What follows belongs to an exercise in optimizing a design on an open flow for small area, a short achievable clock period and few clock cycles per item; a production flow would make more cautious choices.
Where RTL was checked, it was by simulation tests only, not by an equivalence proof against the original.
Power figures rest on the tool's default switching activity, not on a simulated workload.

==> flow/design.v (excerpt) <==
module non_restoring_div #(parameter N = 16) (
    input  logic clk, rst_n, start,
    input  logic [N-1:0] dividend, divisor,
    output logic [N-1:0] quotient, remainder,
    output logic ready
);
    localparam W = $clog2(N);
    function automatic logic [3:0] lead16(input logic [15:0] x);
        logic [3:0] v;
        logic [1:0] e [4];
        for (int k = 0; k < 4; k++) begin
            v[k] = |x[4*k +: 4];
            e[k] = x[4*k+3] ? 2'd3 : x[4*k+2] ? 2'd2 : x[4*k+1] ? 2'd1 : 2'd0;
        end
        lead16[3] = v[3] | v[2];
        lead16[2] = v[3] | (!v[2] & v[1]);
        lead16[1:0] = v[3] ? e[3] : v[2] ? e[2] : v[1] ? e[1] : e[0];
    endfunction
    function automatic logic [N:0] sub(input logic [N-1:0] x, y, input int M);
        logic [N-1:0] g, p;
        g = ~x & y;
        p = ~(x ^ y);
        for (int l = 0; (2 << l) <= M; l++)
            for (int i = 0; i < M; i++)
                if ((i + 1) % (2 << l) == 0) begin
                    g[i] = g[i] | (p[i] & g[i - (1 << l)]);
                    p[i] = p[i] & p[i - (1 << l)];
                end
        for (int l = $clog2(M) - 2; l >= 0; l--)
            for (int i = 0; i < M; i++)
                if ((i + 1) % (2 << l) == (1 << l) && i >= (2 << l)) begin
                    g[i] = g[i] | (p[i] & g[i - (1 << l)]);
                    p[i] = p[i] & p[i - (1 << l)];
                end
        sub = '0;
        sub[M] = g[M-1];
        sub[N-1:0] = x ^ y ^ {g[N-2:0], 1'b0};
    endfunction
    logic [N-1:0] r, d, q;
    logic [W-1:0] cnt;
    logic         busy, align;
    logic [N:0]   s;
    logic         below, accept, last;
    logic [W-1:0] amt;
    logic [N-1:0] rot;
    logic [N:0]   diff;
    assign s      = sub({{(N-W){1'b0}}, lead16(dividend)},
                        {{(N-W){1'b0}}, lead16(divisor)}, W);
    assign below  = s[W];
    assign accept = start && !busy && divisor != '0;
    logic step;
    assign step   = !align || cnt == '0;
    assign last   = align ? cnt == '0 : cnt == '1;
    assign amt    = cnt;
    logic [N-1:0] rot1, rot2, rot4;
    assign rot1 = amt[0] ? {d[N-2:0],    1'b0}  : d;
    assign rot2 = amt[1] ? {rot1[N-3:0], 2'b0}  : rot1;
    assign rot4 = amt[2] ? {rot2[N-5:0], 4'b0}  : rot2;
  ...
Size: ~570 cells after synthesis, roughly 55 flip-flops, ~3600 sq um of cells after synthesis.
==> flow/config.mk <==
export PLATFORM = sky130hd
export DESIGN_NAME = non_restoring_div
export DESIGN_NICKNAME = non_restoring_div
export VERILOG_FILES = /design/flow/design.v
export SDC_FILE = /design/flow/constraint.sdc
export NUM_CORES = 4
export LEC_CHECK = 0
export ABC_AREA = 1
export CAP_MARGIN = 20
export CORE_MARGIN = 2
export CORE_UTILIZATION = 50
export PLACE_DENSITY = 0.85
export SETUP_SLACK_MARGIN = 2.55
export SLEW_MARGIN = 20
==> flow/constraint.sdc <==
create_clock -name core_clock -period 5.0 [get_ports {clk}]
set_input_delay 1.0000 -clock core_clock [delete_from_list [all_inputs] [get_ports {clk}]]
set_output_delay 1.0000 -clock core_clock [all_outputs]
set_load 0.01 [all_outputs]
standard.sh (not shown) runs the stock make flow with config.mk's settings and CLKGATE_MAP_FILE= SYNTH_SCRIPT=/design/flow/synth_recipe.tcl, a recipe that flattens the netlist after the stock synthesis.
==> flow/flow/run.sh <==
#!/bin/bash
set -euo pipefail
export BUFFER_PORTS_ARGS="-buffer_cell sky130_fd_sc_hd__buf_1"
bash standard.sh ADDER_MAP_FILE= finish > flow.log 2>&1
Testbench counts at the start, summed over its fixed seeds: cycles 14,351, items 3,200.
Rerun with:
==> flow/flow/run.sh (replaced) <==
#!/bin/bash
set -euo pipefail
W=$PWD
S=$FLOW_HOME/scripts
mkdir -p "$W/mysyn"
sed "s#set abc_script \$::env(SCRIPTS_DIR)/abc_area.script#set abc_script $W/flow/abc.script#" \
  "$S/synth_preamble.tcl" > "$W/mysyn/synth_preamble.tcl"
sed "s#source \$::env(SCRIPTS_DIR)/synth_preamble.tcl#source $W/mysyn/synth_preamble.tcl#" \
  "$S/synth.tcl" > "$W/mysyn/synth.tcl"
sed "s#source \$::env(SCRIPTS_DIR)/synth.tcl#source $W/mysyn/synth.tcl#" \
  "$W/synth_recipe.tcl" > "$W/mysyn/synth_recipe.tcl"
grep -q "$W/flow/abc.script" "$W/mysyn/synth_preamble.tcl"
grep -q "$W/mysyn/synth_preamble.tcl" "$W/mysyn/synth.tcl"
grep -q "$W/mysyn/synth.tcl" "$W/mysyn/synth_recipe.tcl"
export BUFFER_PORTS_ARGS="-buffer_cell sky130_fd_sc_hd__buf_1"
bash standard.sh ADDER_MAP_FILE= SYNTH_SCRIPT="$W/mysyn/synth_recipe.tcl" finish > flow.log 2>&1
==> flow/flow/abc.script (new file) <==
strash
dch
map -B 0.9
topo
stime -c
CORE_UTILIZATION = 40   (was 50)
SETUP_SLACK_MARGIN = 2.6   (was 2.55)
The new run went through all stages and came out clean.
Setup slack degrades by 0.018 ns.
Core utilization is lower by 7.7 points.
Power grows slightly.
Routed wire length increases slightly.
First-iteration DRC count fell by well over a third.
Rerun with:
==> flow/flow/run.sh (replaced) <==
#!/bin/bash
set -euo pipefail
export BUFFER_PORTS_ARGS="-buffer_cell sky130_fd_sc_hd__buf_1"
bash standard.sh ADDER_MAP_FILE= finish > flow.log 2>&1
CORE_UTILIZATION = 60   (was 40)
PLACE_DENSITY = 0.9   (was 0.85)
removed: flow/flow/abc.script
The new run produced a clean layout.
Register-to-register slack gains 0.03 ns.
Cell area shrinks slightly.
Critical path depth stays the same.
Final cell count decreases by a few percent.
Clock-buffer cell count rose by 1.
Total power rose slightly.
Utilization is higher by 20 points.
Rerun with:
CORE_UTILIZATION = 50   (was 60)
PLACE_DENSITY = 0.85   (was 0.9)
SETUP_SLACK_MARGIN = 2.7   (was 2.6)
The changed run passed the timing, design-rule and antenna checks.
Setup slack improves by 0.078 ns.
Die area grows by about a fifth.
Via count grows slightly.
Final cell count rose by a few percent.
Register-to-register slack is better by 0.06 ns.
Synthesized area is unchanged.
First-iteration DRC count went up by a few percent.
Routed wire length came out higher slightly.
Sequential share of layout area falls by 0.68 points.
Design area went up by a few percent.
Non-clock buffer count rises by 4.
Rerun with:
CORE_UTILIZATION = 40   (was 50)
PLACE_DENSITY = 0.8   (was 0.85)
SETUP_SLACK_MARGIN = 2.65   (was 2.7)
Synthesized area is unchanged.
Via count decreases by 1.5%.
Final area hardly moves.
Routed wire length increases by 5.2%.
Combinational power hardly moves.
Die area increases by 24%.
First-iteration DRC count decreases by 34%.
Setup slack gets worse by 0.058 ns.

* * *

## v43
The RTL this note starts from:
==> flow/design.v <==
module non_restoring_div #(parameter N = 16) (
    input  logic clk, rst_n, start,
    input  logic [N-1:0] dividend, divisor,
    output logic [N-1:0] quotient, remainder,
    output logic ready
);
    localparam W = $clog2(N);
    function automatic logic [3:0] lead16(input logic [15:0] x);
        logic [3:0] v;
        logic [1:0] e [4];
        for (int k = 0; k < 4; k++) begin
            v[k] = |x[4*k +: 4];
            e[k] = x[4*k+3] ? 2'd3 : x[4*k+2] ? 2'd2 : x[4*k+1] ? 2'd1 : 2'd0;
        end
        lead16[3] = v[3] | v[2];
        lead16[2] = v[3] | (!v[2] & v[1]);
        lead16[1:0] = v[3] ? e[3] : v[2] ? e[2] : v[1] ? e[1] : e[0];
    endfunction
    function automatic logic [N:0] sub(input logic [N-1:0] x, y, input int M);
        logic [N-1:0] g, p;
        g = ~x & y;
        p = ~(x ^ y);
        for (int l = 0; (2 << l) <= M; l++)
            for (int i = 0; i < M; i++)
                if ((i + 1) % (2 << l) == 0) begin
                    g[i] = g[i] | (p[i] & g[i - (1 << l)]);
                    p[i] = p[i] & p[i - (1 << l)];
                end
        for (int l = $clog2(M) - 2; l >= 0; l--)
            for (int i = 0; i < M; i++)
                if ((i + 1) % (2 << l) == (1 << l) && i >= (2 << l)) begin
                    g[i] = g[i] | (p[i] & g[i - (1 << l)]);
                    p[i] = p[i] & p[i - (1 << l)];
                end
        sub = '0;
        sub[M] = g[M-1];
        sub[N-1:0] = x ^ y ^ {g[N-2:0], 1'b0};
    endfunction
    logic [N-1:0] r, d, q;
    logic [W-1:0] cnt, pd;
    logic         busy, align;
    logic [N:0]   s;
    logic [N-1:0] sma;
    logic         below, accept, last;
    logic [W-1:0] amt;
    logic [N-1:0] rot;
    logic [N:0]   diff;
    always_comb begin
        sma[N-1] = dividend[N-1];
        for (int i = N - 2; i >= 0; i--) sma[i] = sma[i+1] | dividend[i];
    end
    assign below  = |(divisor & ~sma);
    assign accept = start && !busy && divisor != '0;
    assign s      = sub({{(N-W){1'b0}}, cnt}, {{(N-W){1'b0}}, pd}, W);
    assign last   = !align && cnt == '0;
    assign amt    = align ? s[W-1:0] : '1;
    logic [N-1:0] rot1, rot2, rot4;
    assign rot1 = amt[0] ? {d[N-2:0],    d[N-1]}      : d;
    assign rot2 = amt[1] ? {rot1[N-3:0], rot1[N-1-:2]} : rot1;
    assign rot4 = amt[2] ? {rot2[N-5:0], rot2[N-1-:4]} : rot2;
    assign rot  = amt[3] ? {rot4[N-9:0], rot4[N-1-:8]} : rot4;
    assign diff   = sub(r, d, N);
    always_ff @(posedge clk or negedge rst_n) begin
        if (!rst_n) begin
            busy  <= 1'b0;
            ready <= 1'b0;
        end else if (accept) begin
            busy  <= !below;
            ready <= below;
        end else begin
            busy  <= busy && !last;
            ready <= busy && last;
        end
    end
    always_ff @(posedge clk) begin
        align <= !busy;
        if (!busy) begin
            r   <= dividend;
            d   <= divisor;
            q   <= '0;
            cnt <= lead16(dividend);
            pd  <= lead16(divisor);
        end else begin
            if (!align && !diff[N]) r <= diff[N-1:0];
            d   <= rot;
            q   <= {q[N-2:0], !align && !diff[N]};
            cnt <= align ? s[W-1:0] : cnt - 1'b1;
        end
    end
    assign quotient  = q;
    assign remainder = r;
endmodule
clock: 5.0 ns
lec_check: 0
abc_clock_period_in_ps: 2200
cap_margin: 20
core_margin: 2
core_utilization: 40
setup_slack_margin: 2.8
slew_margin: 20
==> flow/flow/run.sh <==
#!/bin/bash
set -euo pipefail
export BUFFER_PORTS_ARGS="-buffer_cell sky130_fd_sc_hd__buf_2"
bash standard.sh > flow.log 2>&1
v43 has completed all stages; timing, DRC and antenna checks passed.
diff inputs: v43 => v35
- changing ABC_CLOCK_PERIOD_IN_PS from 2200 to 2500
- changing SETUP_SLACK_MARGIN from 2.8 to 2.5
==> flow/flow/run.sh <==
#!/bin/bash
set -euo pipefail
export BUFFER_PORTS_ARGS="-buffer_cell sky130_fd_sc_hd__buf_2"
bash standard.sh ADDER_MAP_FILE= finish > flow.log 2>&1
Notes after the runs:
- Signed area change from the synthesized netlist to the final layout: v35 vs v43 up 0.21 points
- v43 consumes more power than v35.
- Diff v43 -> v35 | floorplan die area | down by a few percent
- Summed area of non-filler cells in the final layout, v35 and v43: larger value in v43
- v43 → v35: number of cells on the critical path moved down; number of sinks handled by clock tree synthesis level; detailed-route via count moved down; share of final layout cell area taken by non-clock buffers level; share of cell area taken by flip-flops and latches moved up.
- Against v43, v35 comes in 0.29 ns higher on final worst setup slack.
Inputs modified between v35 and v8:
==> flow/flow/run.sh <==
#!/bin/bash
set -euo pipefail
export BUFFER_PORTS_ARGS="-buffer_cell sky130_fd_sc_hd__buf_2"
bash standard.sh > flow.log 2>&1
Notes after the runs:
Compared with v35, v8 shows a part of the power in combinational logic that is 2.0 points higher.
Min cell row count across v8 and v35: v35
The via count of the first global-routing pass reported for v8 is greater than that of v35 by about 22%.
Status: area added between synthesis and finish parity (v35, v8)
Of the two candidates, v35 has the better final non-filler cell area and v8 the worse one.
Looking at number of well taps, v8 sits 2.3% above v35.
Function was not checked in any run of this note: the RTL went through the layout flow alone.

==> separate check: timing with driven ports <==
In the flow no input, the clock included, has a driving cell. The finished layouts below were timed again as built, in two steps. Step 1 (the two cells are an assumption about what drives the block):
set clk [get_ports {clk}]
set_driving_cell -lib_cell sky130_fd_sc_hd__clkbuf_16 $clk
set_driving_cell -lib_cell sky130_fd_sc_hd__buf_2 [delete_from_list [all_inputs] $clk]
Step 2 adds t to the input delays and takes it off the output delays; t is the mean of the earliest and latest rising clock arrival at the registers after step 1. Input paths then give back, and output paths get back, about the clock's delay inside the block. a / b / c = ideal ports / drivers / drivers and shift; a / b = the first two.
run	shift t [ns]	setup slack, ns	hold WS [ns]	clock arrival spread, ns	worst slew at a driven data input, ns
the first run of note 1	0.350	2.751 / 2.751 / 2.448	0.439 / 0.439 / 0.444	0.008 / 0.008	0.03
the second run of note 1	0.339	2.733 / 2.733 / 2.475	0.447 / 0.442 / 0.447	0.013 / 0.013	0.05
the third run of note 1	0.345	2.738 / 2.748 / 2.403	0.433 / 0.433 / 0.433	0.011 / 0.011	0.04
the fourth run of note 1	0.351	2.816 / 2.816 / 2.489	0.441 / 0.441 / 0.443	0.010 / 0.010	0.03
the fifth run of note 1	0.340	2.758 / 2.764 / 2.425	0.438 / 0.438 / 0.438	0.016 / 0.017	0.04
v43	0.385	2.216 / 2.216 / 2.216	0.421 / 0.413 / 0.456	0.010 / 0.009	0.04
v35	0.384	2.509 / 2.509 / 2.296	0.416 / 0.408 / 0.457	0.011 / 0.010	0.03
v8	0.396	2.236 / 2.236 / 2.236	0.401 / 0.387 / 0.463	0.010 / 0.010	0.03
After both steps every run listed still meets setup and hold. For the third run of note 1, which loses most, drivers alone change the setup slack by +0.010 ns; drivers and shift together by -0.335 ns.
